From an optimization exercise on the open Yosys and OpenROAD flow, aimed at small area and a short achievable clock period; shortcuts taken in it are not production practice. Function was checked by simulation only, so behaviour that the tests miss may differ from the original. Power is estimated from default activity; no workload was simulated.

==> design/flow/config.mk <==
export PLATFORM = sky130hd
export DESIGN_NAME = RedUnit
export DESIGN_NICKNAME = RedUnit
export VERILOG_FILES = /design/flow/design.v
export SDC_FILE = /design/flow/constraint.sdc
export NUM_CORES = 4
export LEC_CHECK = 0
export ABC_AREA = 1
export CAP_MARGIN = 30
export CORE_MARGIN = 2
export CORE_UTILIZATION = 30
export CTS_BUF_LIST = sky130_fd_sc_hd__clkbuf_4 sky130_fd_sc_hd__clkbuf_8
export PLACE_DENSITY = 0.45
export SLEW_MARGIN = 30
export SYNTH_HIERARCHICAL = 1
==> design/flow/constraint.sdc <==
create_clock -name core_clock -period 17.0 [get_ports {clock}]
set_input_delay 3.4000 -clock core_clock [delete_from_list [all_inputs] [get_ports {clock}]]
set_output_delay 3.4000 -clock core_clock [all_outputs]
set_load 0.01 [all_outputs]
==> design/flow/design.v <==
module RedUnit(
    input   logic                   clock,
                                    reset,
    input   logic [16*8-1:0]       data,        
    input   logic [16-1:0]          split,       
    input   logic [16*($clog2(16))-1:0]     out_idx,     
    output  logic [16*8-1:0]       out_data,
    output  logic [31:0]            delay,
    output  logic [31:0]            num_el
);
    localparam int K1 = 1;       
    logic [16*8-1:0]   v [($clog2(16)):0];
    logic [16-1:0]      f [($clog2(16)):0];
    logic [16*8-1:0]   v_in;        
    assign v[0] = data;
    assign f[0] = {split[16-2:0], 1'b0};
    logic [16*8-1:0]   s1_v;
    logic [16-1:0]      s1_split;
    logic [16*($clog2(16))-1:0] s1_idx;
    always_ff @(posedge clock) begin
        s1_v     <= v[K1];
        s1_split <= split;
        s1_idx   <= out_idx;
    end
    logic [8-1:0]      halo_adder;
    logic [16-1:0]      g [($clog2(16)):0];
    assign g[0] = {s1_split[16-2:0], 1'b0};
    generate
        for (genvar l = 0; l < ($clog2(16)); l++) begin : g_lvl
            for (genvar i = 0; i < 16; i++) begin : g_lane
                if (i & (1 << l)) begin : g_add
                    localparam int P = ((i >> (l+1)) << (l+1)) + (1 << l) - 1;
                    if (l < K1) begin : g_s1
                        assign v[l+1][i*8 +: 8] = v[l][i*8 +: 8]
                                                  + (f[l][i] ? 8'd0 : v[l][P*8 +: 8]);
                        assign f[l+1][i] = f[l][i] | f[l][P];
                    end else begin : g_s2
                        assign v[l+1][i*8 +: 8] = ((l == K1) ? v_in[i*8 +: 8] : v[l][i*8 +: 8])
                                                  + (g[l][i] ? 8'd0 : ((l == K1) ? v_in[P*8 +: 8] : v[l][P*8 +: 8]));
                        assign f[l+1][i] = 1'b0;
                    end
                    assign g[l+1][i] = g[l][i] | g[l][P];
                end else begin : g_pass
                    if (l < K1) begin : g_s1
                        assign v[l+1][i*8 +: 8] = v[l][i*8 +: 8];
                        assign f[l+1][i] = f[l][i];
                    end else begin : g_s2
                        assign v[l+1][i*8 +: 8] = (l == K1) ? v_in[i*8 +: 8] : v[l][i*8 +: 8];
                        assign f[l+1][i] = 1'b0;
                    end
                    assign g[l+1][i] = g[l][i];
                end
            end
        end
        for (genvar i = 0; i < 16; i++) begin : g_halo
            if (i < (1 << K1)) begin : g_add
                assign v_in[i*8 +: 8] = s1_v[i*8 +: 8] + (g[K1][i] ? 8'd0 : halo_adder);
            end else begin : g_pass
                assign v_in[i*8 +: 8] = s1_v[i*8 +: 8];
            end
        end
    endgenerate
    logic [16*8-1:0]   psum_c;
    logic [8-1:0]      halo_c;
    assign psum_c = (K1 == ($clog2(16))) ? v_in : v[($clog2(16))];
    assign halo_c = s1_split[16-1] ? 8'd0 : psum_c[(16-1)*8 +: 8];
    logic s1_take;
    always_ff @(posedge clock or posedge reset) begin
        if (reset) begin
            s1_take    <= 1'b0;
            halo_adder <= '0;
        end else begin
            s1_take    <= 1'b1;
            if (s1_take) halo_adder <= halo_c;
        end
    end
    logic [8-1:0]      output_local[16-1:0];
    logic [16*8-1:0]   gather_c;
    RedUnit_gather u_gather (.psum(psum_c), .idx(s1_idx), .out(gather_c));
    always_ff @(posedge clock) begin
        for (int j = 0; j < 16; j++)
            output_local[j] <= gather_c[j*8 +: 8];
    end
    generate
        for (genvar i = 0; i < 16; i++) begin : g_out
            assign out_data[i*8 +: 8] = output_local[i];
        end
    endgenerate
    assign num_el = 16;
    assign delay  = 2;
endmodule
module RedUnit_gather(
    input   logic [16*8-1:0]       psum,
    input   logic [16*($clog2(16))-1:0]     idx,
    output  logic [16*8-1:0]       out
);
    always_comb begin
        for (int j = 0; j < 16; j++) begin
            out[j*8 +: 8] = '0;
            for (int k = 0; k < 16; k++)
                out[j*8 +: 8] = out[j*8 +: 8]
                                | ({8{idx[j*($clog2(16)) +: ($clog2(16))] == k}} & psum[k*8 +: 8]);
        end
    end
endmodule
==> design/flow/flow/run.sh <==
#!/bin/bash
# Own layout flow: the standard ORFS layout (standard.sh), changed only in
#  - synthesis: adders go to ABC as plain gates instead of being extracted into
#    sky130 full/half-adder cells (ADDER_MAP_FILE empty), and ABC may run a
#    script of flow/ for the gather module; registers are untouched by both;
#  - port buffers: buf_1 cells instead of the default clock-delay buffers;
set -euo pipefail
W=$(pwd)
{ head -1 synth_recipe.tcl; cat flow/abc_proc.tcl; tail -n +2 synth_recipe.tcl; } > my_synth.tcl
sed "s#$W/synth_recipe.tcl#$W/my_synth.tcl#" standard.sh > my_standard.sh
grep -q my_synth.tcl my_standard.sh
export ADDER_MAP_FILE=
export BUFFER_PORTS_ARGS="-buffer_cell sky130_fd_sc_hd__buf_1"
export SETUP_SLACK_MARGIN=12.0
export MY_ABC_GATHER_SCRIPT=$W/flow/abc_gather.script
bash my_standard.sh "${@:-finish}" > flow_orfs.log 2>&1
==> design/flow/flow/abc_gather.script <==
strash
dch
map -a
topo
==> design/flow/flow/abc_proc.tcl <==
# ABC maps the gather module (RedUnit_gather, kept apart by SYNTH_HIERARCHICAL)
# with flow/abc_gather.script, and the rest with ORFS's script
proc abc {args} {
  set i [lsearch -exact $args -script]
  set ga $args
  lset ga [expr {$i + 1}] $::env(MY_ABC_GATHER_SCRIPT)
  puts "abc: RedUnit_gather with $::env(MY_ABC_GATHER_SCRIPT)"
  yosys abc {*}$ga RedUnit_gather
  puts "abc: RedUnit with [lindex $args [expr {$i + 1}]]"
  yosys abc {*}$args RedUnit
}
==> design/flow/standard.sh <==
#!/bin/bash
# synth_recipe.tcl (not shown) runs the flow's synth.tcl, then flattens the netlist and writes it again
# the make line also repeats each setting of config.mk as NAME=value (left out here)
make -C /OpenROAD-flow-scripts/flow DESIGN_CONFIG=/design/flow/config.mk WORK_HOME=/design/flow/orfs CLKGATE_MAP_FILE= SYNTH_SCRIPT=/design/flow/synth_recipe.tcl "${@:-finish}"
==> results of run 1 <==
-- logic make-up after synthesis --
logic type / count (synthesis) / synth area share [%]
xor+xnor: 211 / 6.489
fa+ha+maj: 8 / 0.2812
compound gates: 1251 / 27.62
flops: 345 / 24.41
buf+inv: 626 / 9.363
other cells: 2 / 0.02637
simple gates: 1933 / 31.81
-- repair_timing --
| item | in CTS | in global routing |
|---|---|---|
| setup endpoints to repair | 64 | 90 |
| gates resized for setup | 22 | 142 |
| pin swaps | 0 | 19 |
| gates cloned | 0 | 4 |
| buffers inserted | 0 | 30 |
-- cell type report --
class / instances / area share (%)
Clock buffer: 93 / 3.535
Tap cell: 1265 / 4.692
Clock inverter: 26 / 0.9792
Multi-Input combinational cell: 3468 / 57.86
Sequential cell: 345 / 20.62
Inverter: 536 / 6.810
Timing Repair Buffer: 384 / 5.330
Antenna cell: 10 / 0.07418
Timing Repair inverter: 4 / 0.1001
-- state kept, by name, summed over array words and instances (netlist names) --
name / flops
s1_v: 128
s1_split: 16
output_local: 128
s1_idx: 64
s1_take: 1
halo_adder: 8
-- per-module statistics from Yosys (local to each module, per instance) --
module	cells	flip-flops and latches	area, um^2	copies in the design
RedUnit	2392	345	17830	1
RedUnit_gather	1984	0	10650	1
-- routing by layer --
layer	wire [um]	GRT usage (%)
met5	227	0.2901
met4	15070	20.87
met3	28520	18.94
met2	69920	48.61
met1	68590	42.84
-- through the flow --
stage               power (W)  cell area [um^2]  hold slack [ns]  instances
floorplan            0.002194             28720           0.4423       4439
global placement     0.003379             30970           0.4901       5954
detailed placement   0.003434             31280           0.4864       5966
CTS                  0.004418             32850           0.4837       6085
global route         0.004800             33710           0.5013       6123
finish               0.004819             33730           0.5056       6131
-- how the worst max path moves through the flow --
stage,startpoint,end,slack [ns],cells past startpoint
after floorplan,split[14],s1_v[127],12.08,14
after global placement,split[4],s1_v[47],11.61,14
after detailed placement,split[6],s1_v[63],11.58,14
after CTS,halo_adder[2],output_local[0][6],11.94,29
after global routing,halo_adder[4],output_local[12][6],11.93,26
final,output_local[3][7],out_data[31],12.08,1
-- power groups by stage --
stage / Sequential [W] / Clock (W) / Combinational, W
4_1_cts: 0.00106 / 0.000989 / 0.00237
5_1_grt: 0.00107 / 0.00103 / 0.00270
3_3_place_gp: 0.00108 / 0 / 0.00230
2_1_floorplan: 0.00108 / 0 / 0.00111
6_report: 0.00106 / 0.000964 / 0.00280
3_5_place_dp: 0.00108 / 0 / 0.00236
-- synthesized netlist by cell type (6+ instances only) --
cell	count	area, um^2
o22ai_1	1025	6412
nand2_1	1009	3787
dfxtp_1	336	6726
inv_1	307	1152
nor2_1	263	987.2
nor4_1	256	1602
clkinv_1	193	724.4
nand3_1	192	960.9
xor2_1	135	1182
xnor2_1	76	665.6
buf_4	66	495.5
a21oi_1	59	295.3
nand2_2	47	294.0
o21ai_0	41	205.2
a21o_1	36	270.3
nand4_1	36	225.2
o21bai_1	29	217.7
inv_2	28	105.1
nand3_2	26	260.3
o21ai_1	18	90.09
nor3_1	17	85.08
or2_2	17	106.4
clkbuf_1	13	48.80
nand2_4	12	135.1
o31ai_1	12	90.09
nand3b_1	10	75.07
dfrtp_1	9	225.2
maj3_1	8	80.08
nand4_2	8	100.1
nor2_2	8	50.05
buf_2	7	35.03
o21ai_2	7	61.31
a21oi_2	6	52.55
==> metrics.md, run 1 <==
| Metric | Value |
|---|---|
| Status | `complete, no violations` |
| Post-synth EDFFs | `0` |
| Period utilization | `28.94%` |
| Crit Reg-Reg Endpoint | `output_local[2][2]` |
| Syn. warnings | `12` |
| Sw power | `0.002739 W` |
| Max-slew violations | `0` |
| Setup slack, reg-to-reg | `12.10 ns` |
| Final core utilization | `35.66%` |
| Cell count of the worst reg-to-reg path | `26` |
| Cell Area, Synth | `0.02848 mm^2` |
| Setup TNS | `0 ns` |
| Max cap viols | `0` |
| Die extent in x | `312.1 um` |
| Internal | `0.002080 W` |
| Initial antenna violation count | `5` |
| Crit end category | `output port` |
| DRC Markers | `0` |
| Final net count | `5016` |
| Drt pass-1 iters | `16` |
| Critical path's slowest cell | `dfxtp_1` |
| CTS Sinks | `345` |
| Cts bufs inserted | `67` |
| Crit-path leading delay family | `flip-flops` |
| Hold Crit Depth | `1` |
| Gate power share | `58.0%` |
| Worst setup path category | `flip-flop to output port` |
| Tmin final | `4.920 ns` |
| Max incr delay on CP | `0.54 ns` |
| DR vias/cell | `6.382` |
| ANT nets after route | `0` |
| Place WS | `11.58 ns` |
| CORE AREA | `0.09459 mm^2` |
| Crit Path Max Fanout | `1` |
| Clock share of power | `20.0%` |
| Hold_sp | `s1_take` |
| Leakage | `14.37 nW` |
| Sequential area share after synthesis | `24.41%` |
| Clk buf depth | `3` |
| Register Area | `0.006955 mm^2` |
| Critical Path AT | `1.52 ns` |
| Fill cells | `10.45k` |
| Commonest non-fill, non-tap cell in the layout | `o22ai_1` |
| Unrepaired setup endpoints after global routing | `true` |
| Worst-margin pin slew | `1.177 ns` |
| Worst Hold Path EP | `halo_adder[5]` |
| Critical path required time | `13.60 ns` |
| Rows | `113` |
| CP Cell Sequence | `buf_1` |
| Number of port buffers | `337` |
| Crit path buffers/inverters | `1` |
| Worst setup margin | `12.08 ns` |
| Die area | `0.09741 mm^2` |
| Clock Pin Slew Worst Setup and Hold Paths | `0.08 ns` |
| Synth Flop Type | `dfxtp_1` |
| Starting Density | `30.11%` |
| Vias in the first global route | `35.19k` |
| Peak supply drop | `0.09389 mV` |
| First-pass GRT wire length | `251000 um` |
| Clock Skew | `0.06038 ns` |
| Setup violations, final | `0` |
| Flops & latches, synth | `345` |
| Reg power frac | `22.0%` |
| Multi-input logic area | `0.01952 mm^2` |
| Clk latency of the worst-skew pair | `0.79 ns` |
| Number of hold buffers added after CTS | `0` |
| Worst setup SP type | `flip-flop` |
| Cell variety after synth | `62` |
| Hold Vio Cnt, Final | `0` |
| WL final | `182300 um` |
| Largest net degree at the start of global routing | `20` |
| Wire per inst | `29.74 um` |
| Hold Path Class | `flip-flop to flip-flop` |
| Reg-to-reg startpoint | `halo_adder[0]` |
| Synthesized instance count | `4376` |
| Overall die height | `312.1 um` |
| Slew HR | `21.02%` |
| F_max | `0.2033 GHz` |
| GRT Util Overall | `35.26%` |
| Grt total ovfl | `0` |
| Detailed placement HPWL | `115000 um` |
| DRT iter0 DRCs | `6783` |
| Switching share of total power | `56.83%` |
| PwrDens | `142.9 mW/mm^2` |
| I/O Pins | `402` |
| Routability cong. | `1.005` |
| H-tree depth | `3` |
| Most frequent cells in the layout | `1025 x o22ai_1, 1002 x nand2_1, 337 x buf_1` |
| Vias | `39.13k` |
| Root Buffer | `clkbuf_8` |
| Synth async-reset ratio | `2.609%` |
| Syn-to-layout area delta | `18.45%` |
| Layout cells sized above 1 | `10.93%` |
| Syn_area_per_cell | `6.508 um^2` |
| CTS tree | `built` |
==> run 2, diff against run 1 <==
--- a/design/flow/flow/run.sh
+++ b/design/flow/flow/run.sh
@@ -12,5 +12,5 @@
 export ADDER_MAP_FILE=
 export BUFFER_PORTS_ARGS="-buffer_cell sky130_fd_sc_hd__buf_1"
-export SETUP_SLACK_MARGIN=12.0
+export SETUP_SLACK_MARGIN=12.3
 export MY_ABC_GATHER_SCRIPT=$W/flow/abc_gather.script
 bash my_standard.sh "${@:-finish}" > flow_orfs.log 2>&1
==> run 2 against run 1 <==
  * Largest power group unchanged
  * Maximum frequency up 1.6%
  * Utilization up 1.8 points
  * Critical endpoint is now output_local[3][3]
  * Final cell count up 1.0%
  * Clock power up 0.6%
  * Critical path depth up 23
  * Largest cell class unchanged
  * Still clean
==> metrics.md, run 2 <==
| Metric | Value |
|---|---|
| Status | `complete, no violations` |
| Pwr Total | `0.005072 W (+5.2%)` |
| Final net count | `5078 (+1.2%)` |
| GRT Util Overall | `36.27% (+1.0 points)` |
| Clk latency of the worst-skew pair | `0.78 ns (about the same)` |
| Worst-margin pin slew | `1.189 ns (+0.01141 ns)` |
| Period utilization | `28.48% (-0.46 points)` |
| Die area | `0.09741 mm^2 (unchanged)` |
| Die extent in x | `312.1 um (unchanged)` |
| Final core utilization | `37.44% (+1.8 points)` |
| Grt total ovfl | `0 (unchanged)` |
| Syn_area_per_cell | `6.508 um^2 (unchanged)` |
| Commonest non-fill, non-tap cell in the layout | `o22ai_1` |
| PwrDens | `143.2 mW/mm^2 (+0.24%)` |
| Post-synth EDFFs | `0 (unchanged)` |
| Leakage | `14.92 nW (+3.8%)` |
| Most frequent CP cell | `nand2_2` |
| Unrepaired setup endpoints after global routing | `true` |
| Most frequent cell after synthesis | `o22ai_1` |
| Crit end category | `flip-flop` |
| Hold Vio Cnt, Final | `0 (unchanged)` |
| DRC Markers | `0 (unchanged)` |
| Routability cong. | `0.9974 (-0.76%)` |
| ANT nets after route | `0 (unchanged)` |
| Synth Flop Type | `dfxtp_1` |
| Crit Path Max Fanout | `16 (+15)` |
| Hold Path Class | `flip-flop to flip-flop` |
| WL final | `190400 um (+4.4%)` |
| Number of port buffers | `337 (unchanged)` |
| Dpl cell area | `0.03173 mm^2 (+1.5%)` |
| Number of hold buffers added after CTS | `0 (unchanged)` |
| Root Buffer | `clkbuf_8` |
| Setup TNS | `0 ns (unchanged)` |
| Clock Skew | `0.06288 ns (+0.002499 ns)` |
| Cell Count Post-Placement | `5983 (+0.28%)` |
| Wire per inst | `30.73 um (+3.3%)` |
| Max-slew violations | `0 (unchanged)` |
| H-tree depth | `3 (unchanged)` |
| Sequential area share after synthesis | `24.41% (unchanged)` |
| Slew HR | `20.25% (-0.77 points)` |
| Design area | `0.03542 mm^2 (+5.0%)` |
| I/O Pins | `402 (unchanged)` |
| CORE AREA | `0.09459 mm^2 (unchanged)` |
| Worst setup path category | `flip-flop to flip-flop` |
| DRT iter0 DRCs | `7162 (+5.6%)` |
| Crit path buffers/inverters | `5 (+4)` |
| F_max | `0.2065 GHz (+1.6%)` |
| Max cap viols | `0 (unchanged)` |
| Critical Path AT | `5.38 ns (+3.86 ns)` |
| Syn. warnings | `12 (unchanged)` |
| Vias in the first global route | `35.61k (+1.2%)` |
| Top cells by area, synth | `dfxtp_1 24%, o22ai_1 23%, nand2_1 13%, nor4_1 5.6%, xor2_1 4.2%` |
| Drt pass-1 iters | `13 (-3)` |
| Top cell type's share of synthesized area | `23.62% (unchanged)` |
| Vias | `39.94k (+2.1%)` |
| Peak supply drop | `0.07957 mV (-15%)` |
| CTS Sinks | `345 (unchanged)` |
| Largest net degree at the start of global routing | `17 (-15%)` |
| Initial antenna violation count | `15 (+10)` |
| Clk buf depth | `3 (unchanged)` |
| Largest regs | `output_local (128), s1_v (128), s1_idx (64)` |
| Cell Area, Synth | `0.02848 mm^2 (unchanged)` |
| First-pass GRT wire length | `257900 um (+2.8%)` |
| CP Cell Sequence | `nand3_1, nand2_1, inv_2, nand2_2, nor2_4, inv_1, nand2_2, nor3_2, nor2_2, nand3b_1, nand2_4, buf_12, inv_8, nand2_2, or2_1, nand2_2, nand3_2, nand3_2, nand2_2, xnor2_1, clkinvlp_4, o22ai_1, nor4_1, nand2_1` |
| Most frequent cells in the layout | `1024 x o22ai_1, 947 x nand2_1, 320 x buf_1, 320 x dfxtp_1, 293 x inv_1` |
| Tmin final | `4.842 ns (-0.07790 ns)` |
| CTS tree | `built` |
| Setup violations, final | `0 (unchanged)` |
| Detailed placement HPWL | `117800 um (+2.4%)` |
| DR vias/cell | `6.448 (+1.0%)` |
| Rows | `113 (unchanged)` |
| Starting Density | `30.11% (unchanged)` |
| Max incr delay on CP | `0.53 ns (about the same)` |
| Cell taking the most area after synthesis | `dfxtp_1` |
| Overall die height | `312.1 um (unchanged)` |
| Synth async-reset ratio | `2.609% (unchanged)` |
| Critical path's slowest cell | `nor4_1` |
| Clock Pin Slew Worst Setup and Hold Paths | `0.07 ns (about the same)` |
| Cell variety after synth | `62 (unchanged)` |
| Syn-to-layout area delta | `24.37%` |
| Non-filler cells, final | `6194 (+1.0%)` |
| Cts bufs inserted | `70 (+4.5%)` |
| Worst setup SP type | `flip-flop` |
| Critical path required time | `17.54 ns (+3.94 ns)` |
| Layout cells sized above 1 | `15.26% (+4.3 points)` |
| Crit-path leading delay family | `simple AND/OR/NAND/NOR gates` |
| Fill cells | `10.31k (-1.3%)` |
| Synthesized instance count | `4376 (unchanged)` |
| Top cells by count, synth | `1025 x o22ai_1, 1009 x nand2_1, 336 x dfxtp_1` |
| Flops & latches, synth | `345 (unchanged)` |
[run 2: cell families after synthesis]
kind of cell,Yosys count,synth area share [%]
AO/OA/AOI/OAI,1251,27.62
adder cells (fa/ha/maj),8,0.2812
XOR/XNOR,211,6.489
buffers and inverters,626,9.363
flip-flops,345,24.41
AND/OR/NAND/NOR,1933,31.81
other,2,0.02637
[run 2: area by class of cell]
class / count / area (um^2) / area share [%]
Clock inverter: 22 / 264.0 / 0.7454
Multi-Input combinational cell: 3468 / 20400 / 57.61
Timing Repair Buffer: 436 / 2327 / 6.571
Clock buffer: 97 / 1266 / 3.575
Timing Repair inverter: 11 / 103.9 / 0.2932
Antenna cell: 14 / 35.03 / 0.09892
Tap cell: 1265 / 1583 / 4.469
Sequential cell: 345 / 6993 / 19.74
Inverter: 536 / 2442 / 6.896
[run 2: report_power, final]
part	internal (W)	leakage (nW)	switching, W
sequential	0.000965	2.95	0.000109
combinational	0.000657	11.2	0.00237
clock	0.000557	0.781	0.000413
total	0.00218	14.9	0.00289
[run 2: worst paths after layout]
path                               start                  to  slack (ns)  cells past startpoint
setup / recovery           halo_adder[0]  output_local[3][3]       12.16                     24
hold / removal                   s1_take       halo_adder[5]        0.48                      1
setup reg to reg           halo_adder[0]  output_local[3][3]       12.16                     24
hold reg to reg                  s1_take       halo_adder[5]        0.48                      1
max in group asynchronous          reset       halo_adder[0]       14.01                      2
min in group asynchronous          reset       halo_adder[7]        2.65                      2
[run 2: per-module statistics from Yosys (local to each module, per instance)]
| module | cells inside | times used |
|---|---|---|
| RedUnit | 2392 | 1 |
| RedUnit_gather | 1984 | 1 |
[run 2: worst reg2reg max path, delay by kind of cell (launching register included)]
kind / cells / cell delay (ns)
simple gates: 17 / 2.89
xor+xnor: 1 / 0.15
flops: 1 / 0.45
compound gates: 1 / 0.18
buf+inv: 5 / 0.96
[run 2: metrics by stage]
stage / setup slack [ns] / hold WS, ns
global placement: 11.22 / 0.4903
finish: 12.16 / 0.4847
global route: 12.16 / 0.5022
floorplan: 12.30 / 0.4423
CTS: 12.25 / 0.4932
detailed placement: 11.27 / 0.4863
[run 2: routing by layer]
metal / part of all wire (%) / up-vias / wire length (um) / global-route usage (%)
met3: 15 / 1264 / 29300 / 18.72
met1: 37 / 18190 / 69930 / 43.68
li1: - / 16800 / - / -
met5: 0.24 / - / 453 / 1.161
met4: 8.9 / 20 / 17010 / 21.67
met2: 39 / 3664 / 73670 / 50.88
[run 2: timing repair]
item | in CTS | in global routing
resized for setup | 104 | 283
setup endpoints to repair | 115 | 99
buffers inserted | 10 | 55
cloned | 0 | 11
pin swaps | 4 | 76
==> run 3, diff against run 2 <==
--- a/design/flow/config.mk
+++ b/design/flow/config.mk
@@ -10,5 +10,4 @@
 export CORE_MARGIN = 2
 export CORE_UTILIZATION = 30
-export CTS_BUF_LIST = sky130_fd_sc_hd__clkbuf_4 sky130_fd_sc_hd__clkbuf_8
 export PLACE_DENSITY = 0.45
 export SLEW_MARGIN = 30
==> run 3 against run 2 <==
  * Flip-flop and latch count unchanged
  * Final cell count decreased by 1.1%
  * First-iteration DRC count down 4.6%
  * Synthesized cell count unchanged
  * Critical endpoint is now output_local[4][4]
  * Clock skew decreased by 0.026 ns
  * Wire length fell by 1.3%
  * Largest power group unchanged
  * Combinational power is 3% lower
  * Still clean on timing, DRC and antenna
  * Hold slack better by 0.0067 ns
  * Register-to-register slack better by 0.099 ns
  * Critical path type unchanged
  * Highest routed layer unchanged
  * Design area decreased by 1.9%
  * Synthesized area is the same
==> metrics.md, run 3 <==
| Metric | Value |
|---|---|
| Slew HR | `21.38% (+1.1 points)` |
| I/O Pins | `402 (unchanged)` |
| Die extent in x | `312.1 um (unchanged)` |
| Number of port buffers | `337 (unchanged)` |
| Crit end category | `flip-flop` |
| CORE AREA | `0.09459 mm^2 (unchanged)` |
| F_max | `0.2109 GHz (+2.1%)` |
| Cell variety after synth | `62 (unchanged)` |
| Most frequent CP cell | `nand2_2` |
| Largest regs | `output_local (128), s1_v (128), s1_idx (64)` |
| Worst setup SP type | `flip-flop` |
| Setup TNS | `0 ns (unchanged)` |
| Place WS | `11.27 ns (unchanged)` |
| Critical path's slowest cell | `clkinv_2` |
| Pwr Total | `0.004967 W (-2.1%)` |
| Worst-margin pin slew | `1.172 ns (-0.01678 ns)` |
| Top cell type's share of synthesized area | `23.62% (unchanged)` |
| Overall die height | `312.1 um (unchanged)` |
| Critical Path AT | `5.19 ns (-0.19 ns)` |
| Largest family of logic cells by synthesized area | `simple AND/OR/NAND/NOR gates` |
| WL final | `188000 um (-1.3%)` |
| Simple-gate area share of the yosys netlist | `31.81% (unchanged)` |
| Cts bufs inserted | `42 (-40%)` |
| Max-slew violations | `0 (unchanged)` |
| CTS Sinks | `345 (unchanged)` |
| Tmin final | `4.743 ns (-0.09930 ns)` |
| Commonest non-fill, non-tap cell in the layout | `o22ai_1` |
| Worst setup path category | `flip-flop to flip-flop` |
| DR vias/cell | `6.455 (+0.11%)` |
| Crit-path leading delay family | `simple AND/OR/NAND/NOR gates` |
| Max cap viols | `0 (unchanged)` |
| Cell taking the most area after synthesis | `dfxtp_1` |
| Vias in the first global route | `35.46k (-0.44%)` |
| Register Area | `0.006970 mm^2 (-0.32%)` |
| Peak supply drop | `0.07605 mV (-4.4%)` |
| Cell Area, Synth | `0.02848 mm^2 (unchanged)` |
| Sequential area share after synthesis | `24.41% (unchanged)` |
| DRT iter0 DRCs | `6832 (-4.6%)` |
| ANT nets after route | `0 (unchanged)` |
| GRT Util Overall | `36.24% (-0.037 points)` |
| Syn-to-layout area delta | `22.01%` |
| Hold Vio Cnt, Final | `0 (unchanged)` |
| Unrepaired setup endpoints after global routing | `true` |
| Synthesized instance count | `4376 (unchanged)` |
| First-pass GRT wire length | `257800 um (about the same)` |
| Final core utilization | `36.73% (-0.71 points)` |
| Leakage | `14.65 nW (-1.8%)` |
| DRC Markers | `0 (unchanged)` |
| Clk buf depth | `3 (unchanged)` |
| Top cells by area, synth | `dfxtp_1 24%, o22ai_1 23%, nand2_1 13%, nor4_1 5.6%, xor2_1 4.2%` |
| Crit Path Max Fanout | `16 (unchanged)` |
| Max incr delay on CP | `0.44 ns (-0.09 ns)` |
| Largest net degree at the start of global routing | `17 (unchanged)` |
| CTS tree | `built` |
| Top cells by count, synth | `1025 x o22ai_1, 1009 x nand2_1, 336 x dfxtp_1` |
| Period utilization | `27.90% (-0.58 points)` |
| Most frequent cells in the layout | `1025 x o22ai_1, 964 x nand2_1, 331 x buf_1` |
| Crit path buffers/inverters | `7 (+2)` |
| Compound-Gate Fraction of Synth Area | `27.62% (unchanged)` |
| Routability cong. | `0.9974 (unchanged)` |
| Hold slack | `0.4913 ns (+0.006651 ns)` |
| Starting Density | `30.11% (unchanged)` |
| Multi-input logic area | `0.02005 mm^2 (-1.7%)` |
| Clock Pin Slew Worst Setup and Hold Paths | `0.06 ns (about the same)` |
| Synth Area in Adders | `0.2812% (unchanged)` |
| Post-synthesis mux area share | `0% (unchanged)` |
| Syn_area_per_cell | `6.508 um^2 (unchanged)` |
| Grt total ovfl | `0 (unchanged)` |
| Synth Flop Type | `dfxtp_1` |
| PwrDens | `143.0 mW/mm^2 (-0.17%)` |
| Final net count | `5026 (-1.0%)` |
| Die area | `0.09741 mm^2 (unchanged)` |
| Hold Path Class | `flip-flop to flip-flop` |
| Root Buffer | `clkbuf_16` |
| Detailed placement HPWL | `117800 um (unchanged)` |
| Synth Area in XOR/XNOR | `6.489% (unchanged)` |
| Clock Skew | `0.03684 ns (-0.02604 ns)` |
| Worst setup margin | `12.26 ns (+0.09930 ns)` |
| Most frequent cell after synthesis | `o22ai_1` |
| Critical path required time | `17.45 ns (-0.09 ns)` |
| Fill cells | `10.32k (+0.097%)` |
| Setup violations, final | `0 (unchanged)` |
| Drt pass-1 iters | `15 (+2)` |
| Flops & latches, synth | `345 (unchanged)` |
| Rows | `113 (unchanged)` |
| Syn. warnings | `12 (unchanged)` |
| Status | `complete, no violations` |
| H-tree depth | `2 (-1)` |
| Wire per inst | `30.68 um (-0.17%)` |
| Clk latency of the worst-skew pair | `0.66 ns (-0.12 ns)` |
| Layout cells sized above 1 | `12.76% (-2.5 points)` |
| Vias | `39.55k (-0.97%)` |
| Post-synth EDFFs | `0 (unchanged)` |
| Initial antenna violation count | `11 (-4)` |
| Synth async-reset ratio | `2.609% (unchanged)` |
==> run 3: cell counts after synthesis <==
No cell type changed its count.
==> run 3: layer usage <==
| layer | share of wire [%] | track usage [%] | vias up |
|---|---|---|---|
| li1 | - | - | 16690 |
| met3 | 15 | 18.91 | 1173 |
| met5 | 0.29 | 1.741 | - |
| met4 | 8.6 | 22.17 | 21 |
| met2 | 39 | 50.24 | 3562 |
| met1 | 37 | 43.74 | 18100 |
==> run 3: timing repair <==
item | CTS | global route
hold buffers | 0 | 0
pin swaps | 4 | 62
resized for setup | 70 | 209
gates cloned | 0 | 6
buffers inserted | 8 | 38
setup endpoints to repair | 104 | 102
==> run 3: through the flow <==
step                      cells  cell area (um^2)
after floorplan            4439             29040
after detailed placement   5983             31730
final                      6127             34750
after global placement     5968             31360
after global routing       6119             34730
after CTS                  6069             33500
==> run 3: final cells by class <==
type | count | share of cell area [%]
Multi-Input combinational cell | 3468 | 57.71
Sequential cell | 345 | 20.06
Inverter | 536 | 6.986
Timing Repair Buffer | 417 | 6.237
Tap cell | 1265 | 4.555
Clock buffer | 60 | 3.605
Clock inverter | 18 | 0.5690
Timing Repair inverter | 6 | 0.1945
Antenna cell | 12 | 0.08642
==> run 3: final timing paths <==
check / startpoint / endpoint / slack [ns] / cells after the start
max in group asynchronous: reset / halo_adder[0] / 13.88 / 2
hold / removal: s1_take / halo_adder[5] / 0.49 / 1
hold reg to reg: s1_take / halo_adder[5] / 0.49 / 1
setup / recovery: s1_split[0] / output_local[4][4] / 12.26 / 30
min in group asynchronous: reset / halo_adder[7] / 2.79 / 2
setup reg to reg: s1_split[0] / output_local[4][4] / 12.26 / 30
==> run 3: modules after synthesis, one instance, submodules excluded <==
module,cells,flops+latches
RedUnit,2392,345
RedUnit_gather,1984,0
==> run 3: where the power goes <==
part | internal (W) | switching (W) | total [W]
Combinational | 0.000636 | 0.00230 | 0.00294
Sequential | 0.000961 | 0.000108 | 0.00107
Clock | 0.000562 | 0.000398 | 0.000960
==> run 3: cells by family after synthesis <==
family	after synthesis
XOR/XNOR	211
adder cells (fa/ha/maj)	8
buffers and inverters	626
AND/OR/NAND/NOR	1933
AO/OA/AOI/OAI	1251
flip-flops	345
other	2

[port drivers added, routing unchanged]
In the flow no input, the clock included, has a driving cell. The finished layouts below were timed again as built, in two steps.
Step 1 assumes that a clkbuf_16 drives the clock port and a buf_2 every other input.
Step 2 times the ports against the registers' clock, not the clock port: input delays grow and output delays shrink by t, the midpoint of the rising clock arrivals with the driver on.
a / b / c = no drivers / after step 1 / after step 2; a / b = the first two.
run | shift t [ns] | setup WS [ns] | worst setup path at the end | latest minus earliest clock arrival (ns) | cell pins on the clock port's net
run 1 | 0.842 | 12.080 / 11.999 / 11.560 | input to register | 0.060 / 0.060 | 1
run 2 | 0.816 | 12.158 / 12.158 / 11.737 | input to register | 0.063 / 0.063 | 1
run 3 | 0.726 | 12.257 / 12.223 / 11.747 | input to register | 0.037 / 0.037 | 1
After both steps every run listed still meets setup and hold. The setup slack of run 1, which loses most, moves by -0.081 ns with the drivers and by -0.520 ns with both steps.
